This design comes from an exercise in tuning for small area, a short achievable clock period and few clock cycles per item on the open sky130 flow, not from production work. Where RTL was checked, it was by simulation tests only, not by an equivalence proof against the original. Power figures rest on the tool's default switching activity, not on a simulated workload.

==> harbor <==
Design window, start of the top module:
module window #(
    parameter Q_IN  = 15,
    parameter Q_COEFF = 15, 
    parameter Q_OUT = 15,
    parameter N     = 256
)(
    input wire clk,
    input wire reset,
    input wire valid_in,
    input wire valid_packet,
    input wire signed [Q_IN:0] data_in,
    output reg valid_request,
    output reg valid_out,
    output reg signed [Q_OUT:0] data_out_0,
    output reg signed [Q_OUT:0] data_out_1
);
==> module window, before the edit <==
module window #(
    parameter Q_IN  = 15,
    parameter Q_COEFF = 15, 
    parameter Q_OUT = 15,
    parameter N     = 256
)(
    input wire clk,
    input wire reset,
    input wire valid_in,
    input wire valid_packet,
    input wire signed [Q_IN:0] data_in,
    output reg valid_request,
    output reg valid_out,
    output reg signed [Q_OUT:0] data_out_0,
    output reg signed [Q_OUT:0] data_out_1
);
    localparam INIT =    3'b000;
    localparam WAITING = 3'b001;
    localparam REQUEST = 3'b010;
    localparam COMPUTE = 3'b011;
    localparam SEND =    3'b100;
    localparam DONE =    3'b101;
    reg [2:0] state;
    reg signed [Q_COEFF:0] window_coeff [0:N-1];
    reg signed [Q_IN:0] data ;
    reg signed [Q_IN + Q_COEFF + 1:0] tmp_0 ;
    reg signed [Q_IN + Q_COEFF + 1:0] tmp_1 ;
    reg [7:0] counter;
    reg [1:0] flag;
    initial begin
        $readmemh("window_hamming.mem", window_coeff);
    end
    always @(posedge clk)
    begin
        if (reset) begin
            state     <= INIT;
            valid_out <= 1'b0;
            data_out_0  <= '0;
            data_out_1  <= '0;
            counter   <= 0;
            data      <= '0;
            valid_request <= 1'b0;
            tmp_0       <= '0;
            tmp_1       <= '0;
            flag      <= 1'b0;
        end
        else begin
            case (state)
                INIT: begin
                    state <= WAITING;
                end
                WAITING: begin
                    valid_out <= 1'b0;
                    if (valid_packet) begin
                        counter <= 0;
                        state <= REQUEST;
                        valid_request <= 1'b1;
                    end
                end
                REQUEST: begin
                    valid_out <= 1'b0;
                    valid_request <= 1'b1;
                    if (valid_in) begin
                        state <= COMPUTE;
                        data <= data_in;
                        valid_request <= 1'b0;
                    end
                end
                COMPUTE: begin
                    valid_request <= 1'b0;
                    if (flag == 0) begin
                        tmp_0 <= (data * window_coeff[counter]);
                        flag <= 1'b1;
                    end
                    else begin
                        tmp_1 <= (data * window_coeff[N - counter - 1]);
                        flag <= 1'b0;
                        state <= SEND;
                    end
                end
                SEND: begin
                    valid_out <= 1'b1;
                    data_out_0 <= (tmp_0 >>> Q_COEFF);
                    data_out_1 <= (tmp_1 >>> Q_COEFF);
                    if (counter == N-1) begin
                        state <= DONE;
                    end
                    else begin
                        counter <= counter + 1;
                        state <= REQUEST;
                        valid_request <= 1'b1;
                    end
                end
                DONE: begin
                    valid_out <= 1'b0;
                    state <= WAITING;
                end
            endcase
        end
    end
endmodule
==> flow/config.mk <==
export PLATFORM = sky130hd
export DESIGN_NAME = window
export DESIGN_NICKNAME = window
export VERILOG_FILES = /design/flow/design.v
export SDC_FILE = /design/flow/constraint.sdc
export NUM_CORES = 4
export LEC_CHECK = 0
export CAP_MARGIN = 20
export CORE_MARGIN = 2
export CORE_UTILIZATION = 40
export PLACE_DENSITY = 0.6
export SLEW_MARGIN = 20
==> flow/constraint.sdc <==
create_clock -name core_clock -period 10.0 [get_ports {clk}]
set_input_delay 2.0000 -clock core_clock [delete_from_list [all_inputs] [get_ports {clk}]]
set_output_delay 2.0000 -clock core_clock [all_outputs]
set_load 0.01 [all_outputs]
run.sh (not shown) runs the stock make flow with config.mk's settings and CLKGATE_MAP_FILE= SYNTH_SCRIPT=/design/flow/synth_recipe.tcl, a recipe that flattens the netlist after the stock synthesis.
==> willow: changes against harbor <==
==> flow/design.v (replaced) <==
module window #(
    parameter Q_IN  = 15,
    parameter Q_COEFF = 15,
    parameter Q_OUT = 15,
    parameter N     = 256
)(
    input wire clk,
    input wire reset,
    input wire valid_in,
    input wire valid_packet,
    input wire signed [Q_IN:0] data_in,
    output reg valid_request,
    output reg valid_out,
    output reg signed [Q_OUT:0] data_out_0,
    output reg signed [Q_OUT:0] data_out_1
);
    reg signed [Q_COEFF:0] window_coeff [0:N-1];
    initial begin
        $readmemh("window_hamming.mem", window_coeff);
    end
    reg [7:0] counter;
    reg signed [Q_IN:0] data;
    reg signed [Q_COEFF:0] coeff_0;
    reg signed [Q_COEFF:0] coeff_1;
    reg valid_data;
    wire accept = valid_request & valid_in;
    wire signed [Q_IN + Q_COEFF + 1:0] prod_0 = data * coeff_0;
    wire signed [Q_IN + Q_COEFF + 1:0] prod_1 = data * coeff_1;
    always @(posedge clk) begin
        data    <= data_in;
        coeff_0 <= window_coeff[counter];
        coeff_1 <= window_coeff[~counter];
        data_out_0 <= prod_0[Q_IN + Q_COEFF:Q_COEFF];
        data_out_1 <= prod_1[Q_IN + Q_COEFF:Q_COEFF];
        if (reset) begin
            valid_request <= 1'b0;
            valid_data    <= 1'b0;
            valid_out     <= 1'b0;
            counter       <= 8'd0;
        end else begin
            valid_data <= accept;
            valid_out  <= valid_data;
            if (accept) begin
                counter <= counter + 8'd1;
                if (counter == N-1)
                    valid_request <= 1'b0;
            end else if (!valid_request && valid_packet) begin
                valid_request <= 1'b1;
            end
        end
    end
endmodule
==> comparison <==
willow completed without violations. harbor ran to the end with no violations. Against willow, the clock power of harbor is lower by about 8%. Between harbor and willow, the lower register-to-register slack is in harbor (gap 2.8 ns). In clock skew, willow and harbor hardly differ. In harbor the sequential power is lower than in willow, by 30%. Of harbor and willow, harbor has the higher sequential share of layout area (gap 0.53 points). In harbor the global-route usage is lower than in willow, by 0.74 points. In willow the first-iteration DRC count is lower than in harbor, by about 9%. The combinational power of willow is 15 times that of harbor.
Testbench counts of harbor, summed over its fixed seeds: cycles 32,824, items 8,192.
No functional check of the RTL was part of willow.

---

==> trial 18: inputs <==
Another version of the RTL of window (not shown whole).
export LEC_CHECK = 0
export CAP_MARGIN = 20
export CORE_MARGIN = 2
export CORE_UTILIZATION = 65
export CTS_CLUSTER_DIAMETER = 100
export CTS_CLUSTER_SIZE = 20
export PLACE_DENSITY = 0.75
export SLEW_MARGIN = 20
create_clock -name core_clock -period 10.0 [get_ports {clk}]
standard.sh (not shown) runs the stock make flow with config.mk's settings and CLKGATE_MAP_FILE= SYNTH_SCRIPT=/design/flow/synth_recipe.tcl, a recipe that flattens the netlist after the stock synthesis.
==> flow/flow/run.sh <==
#!/bin/bash
# The standard layout (the standard.sh, unchanged synthesis), except that
# timing repair aims for 7 ns of setup slack at the 10 ns clock instead of
# stopping once the 10 ns clock is met, so the multiplier paths get sized
# for speed.  Each step's full output goes to its own log in this folder.
set -euo pipefail
bash standard.sh synth > synth.log 2>&1
bash standard.sh SETUP_SLACK_MARGIN=7 finish > layout.log 2>&1
==> build 97: changes against trial 18 <==
--- a/flow/design.v
+++ b/flow/design.v
@@ -12,10 +12,11 @@
     output reg valid_request,
     output reg valid_out,
     output reg signed [Q_OUT:0] data_out_0,
     output reg signed [Q_OUT:0] data_out_1
 );
+    reg [7:0]  counter;         
     reg        valid_data;
     reg [15:0] data;
     wire accept = valid_request & valid_in;
     reg        valid_x3;
     reg [15:0] data_x;          
@@ -28,12 +29,10 @@
     reg [7:0]  step_1;          
     reg [2:0]  dd_0;            
     reg [2:0]  dd_1;            
     localparam [767:0] DD_0 = 768'h035daed7dbeed7dd7ddb5f76db6befbefbf5fb7beff7edf6fbedfedfeff7fbfff0dc6e371ffe3fe0603f38fe001c00391c8001e41e480413d024120a04224844a08308309061861929228b28b29249165965968b4994d24cb49969969969a499;
     localparam [767:0] DD_1 = 768'h00b4934cb4cb4cb49969268b4994cb2cb2ca49245945945244b0c30c2418418411281250211048242e482013c83c8001e0f000e001f9c7f0301ff1ffe3e1f0f86fffdfeff7fb7fb7df6fb7bfdf7edeef7df7df76db6beedafbafbb5f6fbb5dae;
-    wire last_sample = valid_data ? (valid_x3 ? index == 8'd253 : index == 8'd254)
-                                  : (valid_x3 ? index == 8'd254 : index == 8'd255);
     wire       load_coeff = reset || (valid_x3 && index == 8'd255);
     wire [7:0] index_step = index + {7'd0, valid_x3};    
     wire [14:0] coeff_next_0 = load_coeff ? 15'd2621 :
                                valid_x3 ? coeff_0 + {7'd0, step_0} : coeff_0;
     wire [14:0] coeff_next_1 = load_coeff ? 15'd32767 :
@@ -431,17 +430,19 @@
             valid_request <= 1'b0;
             valid_data    <= 1'b0;
             valid_x3      <= 1'b0;
             valid_tree    <= 1'b0;
             valid_out     <= 1'b0;
+            counter       <= 8'd0;
         end else begin
             valid_data <= accept;
             valid_x3   <= valid_data;
             valid_tree <= valid_x3;
             valid_out  <= valid_tree;
             if (accept) begin
-                if (last_sample)
+                counter <= counter + 8'd1;
+                if (counter == N-1)
                     valid_request <= 1'b0;
             end else if (!valid_request && valid_packet) begin
                 valid_request <= 1'b1;
             end
         end
CORE_UTILIZATION = 40   (was 65)
CTS_CLUSTER_DIAMETER = unset   (was 100)
CTS_CLUSTER_SIZE = unset   (was 20)
PLACE_DENSITY = 0.6   (was 0.75)
==> trial 4: changes against trial 18 <==
--- a/flow/design.v
+++ b/flow/design.v
@@ -12,10 +12,11 @@
     output reg valid_request,
     output reg valid_out,
     output reg signed [Q_OUT:0] data_out_0,
     output reg signed [Q_OUT:0] data_out_1
 );
+    reg [7:0]  counter;         
     reg        valid_data;
     reg [15:0] data;
     wire accept = valid_request & valid_in;
     reg        valid_x3;
     reg [15:0] data_x;          
@@ -28,12 +29,10 @@
     reg [7:0]  step_1;          
     reg [2:0]  dd_0;            
     reg [2:0]  dd_1;            
     localparam [767:0] DD_0 = 768'h035daed7dbeed7dd7ddb5f76db6befbefbf5fb7beff7edf6fbedfedfeff7fbfff0dc6e371ffe3fe0603f38fe001c00391c8001e41e480413d024120a04224844a08308309061861929228b28b29249165965968b4994d24cb49969969969a499;
     localparam [767:0] DD_1 = 768'h00b4934cb4cb4cb49969268b4994cb2cb2ca49245945945244b0c30c2418418411281250211048242e482013c83c8001e0f000e001f9c7f0301ff1ffe3e1f0f86fffdfeff7fb7fb7df6fb7bfdf7edeef7df7df76db6beedafbafbb5f6fbb5dae;
-    wire last_sample = valid_data ? (valid_x3 ? index == 8'd253 : index == 8'd254)
-                                  : (valid_x3 ? index == 8'd254 : index == 8'd255);
     wire       load_coeff = reset || (valid_x3 && index == 8'd255);
     wire [7:0] index_step = index + {7'd0, valid_x3};    
     wire [14:0] coeff_next_0 = load_coeff ? 15'd2621 :
                                valid_x3 ? coeff_0 + {7'd0, step_0} : coeff_0;
     wire [14:0] coeff_next_1 = load_coeff ? 15'd32767 :
@@ -431,17 +430,19 @@
             valid_request <= 1'b0;
             valid_data    <= 1'b0;
             valid_x3      <= 1'b0;
             valid_tree    <= 1'b0;
             valid_out     <= 1'b0;
+            counter       <= 8'd0;
         end else begin
             valid_data <= accept;
             valid_x3   <= valid_data;
             valid_tree <= valid_x3;
             valid_out  <= valid_tree;
             if (accept) begin
-                if (last_sample)
+                counter <= counter + 8'd1;
+                if (counter == N-1)
                     valid_request <= 1'b0;
             end else if (!valid_request && valid_packet) begin
                 valid_request <= 1'b1;
             end
         end
==> results.txt <==
Setup path:
- Counting cells, the worst reg-to-reg path comes to 11.
- The worst register-to-register path begins at data_x[6]$_DFF_P_.

Run status:
- The run finished with no timing, DRC or antenna violations.

Final layout:
- Registers represent a cell area share of 0.229.

Pwr:
- The internal portion of the total power is 2.11 mW.
-- figures above: trial 18

==> results.txt <==
Run status:
- The run finished with no timing, DRC or antenna violations.

Setup path:
- The startpoint identified for the worst register-to-register timing path is data_x[11]$_DFF_P_.
- The number of cells on the worst reg-to-reg path is 11.
- In this run the worst path has a maximum fanout of 5.

Pwr:
- The cell-internal power is about 2.3 mW.

Final layout:
- Registers represent a cell area share of 0.235.
-- figures above: trial 4

==> results.txt <==
Run status:
- The flow ran to the end and the layout has no timing, DRC or antenna violations.

Final layout:
- The repair_antennas step left the layout with diodes totalling 0.

Pwr:
- Internal power comes to 2.65 mW.

Setup path:
- The number of cells on the worst reg-to-reg path is 7.
- The worst register-to-register path begins at data_x3[8]$_DFF_P_.
-- figures above: build 97

Testbench counts of trial 18, summed over its fixed seeds: cycles 8,248, items 8,192.
Testbench counts of build 97, summed over its fixed seeds: cycles 8,248, items 8,192.
Testbench counts of trial 4, summed over its fixed seeds: cycles 8,248, items 8,192.

## port drivers added, routing unchanged
The results above use ideal ports. As a check the final layouts listed here were re-extracted and re-timed, cells and wires unchanged.
Step 1 assumes that a clkbuf_16 drives the clock port and a buf_2 every other input.
Step 2, shift: input delay + t, output delay - t, t = (earliest + latest rising clock arrival at the registers) / 2. This alone moves slack from input paths to output paths.
a / b / c = no drivers / after step 1 / after step 2; a / b = the first two.
run	t, ns	setup WS [ns]	worst setup path after step 2	worst data-port slew with drivers (ns)	pins driven straight from the clock port
harbor	0.451	0.640 / 0.639 / 0.639	register to register	0.05	1
willow	0.461	3.446 / 3.446 / 3.446	register to register	0.10	1
trial 18	0.557	6.858 / 6.858 / 6.496	input to register	0.05	1
build 97	0.632	6.923 / 6.908 / 6.474	input to register	0.03	1
trial 4	0.571	6.919 / 6.919 / 6.490	input to register	0.04	1
After both steps setup and hold are still met in every run listed. The setup slack of build 97, which loses most, moves by -0.015 ns with the drivers and by -0.449 ns with both steps.
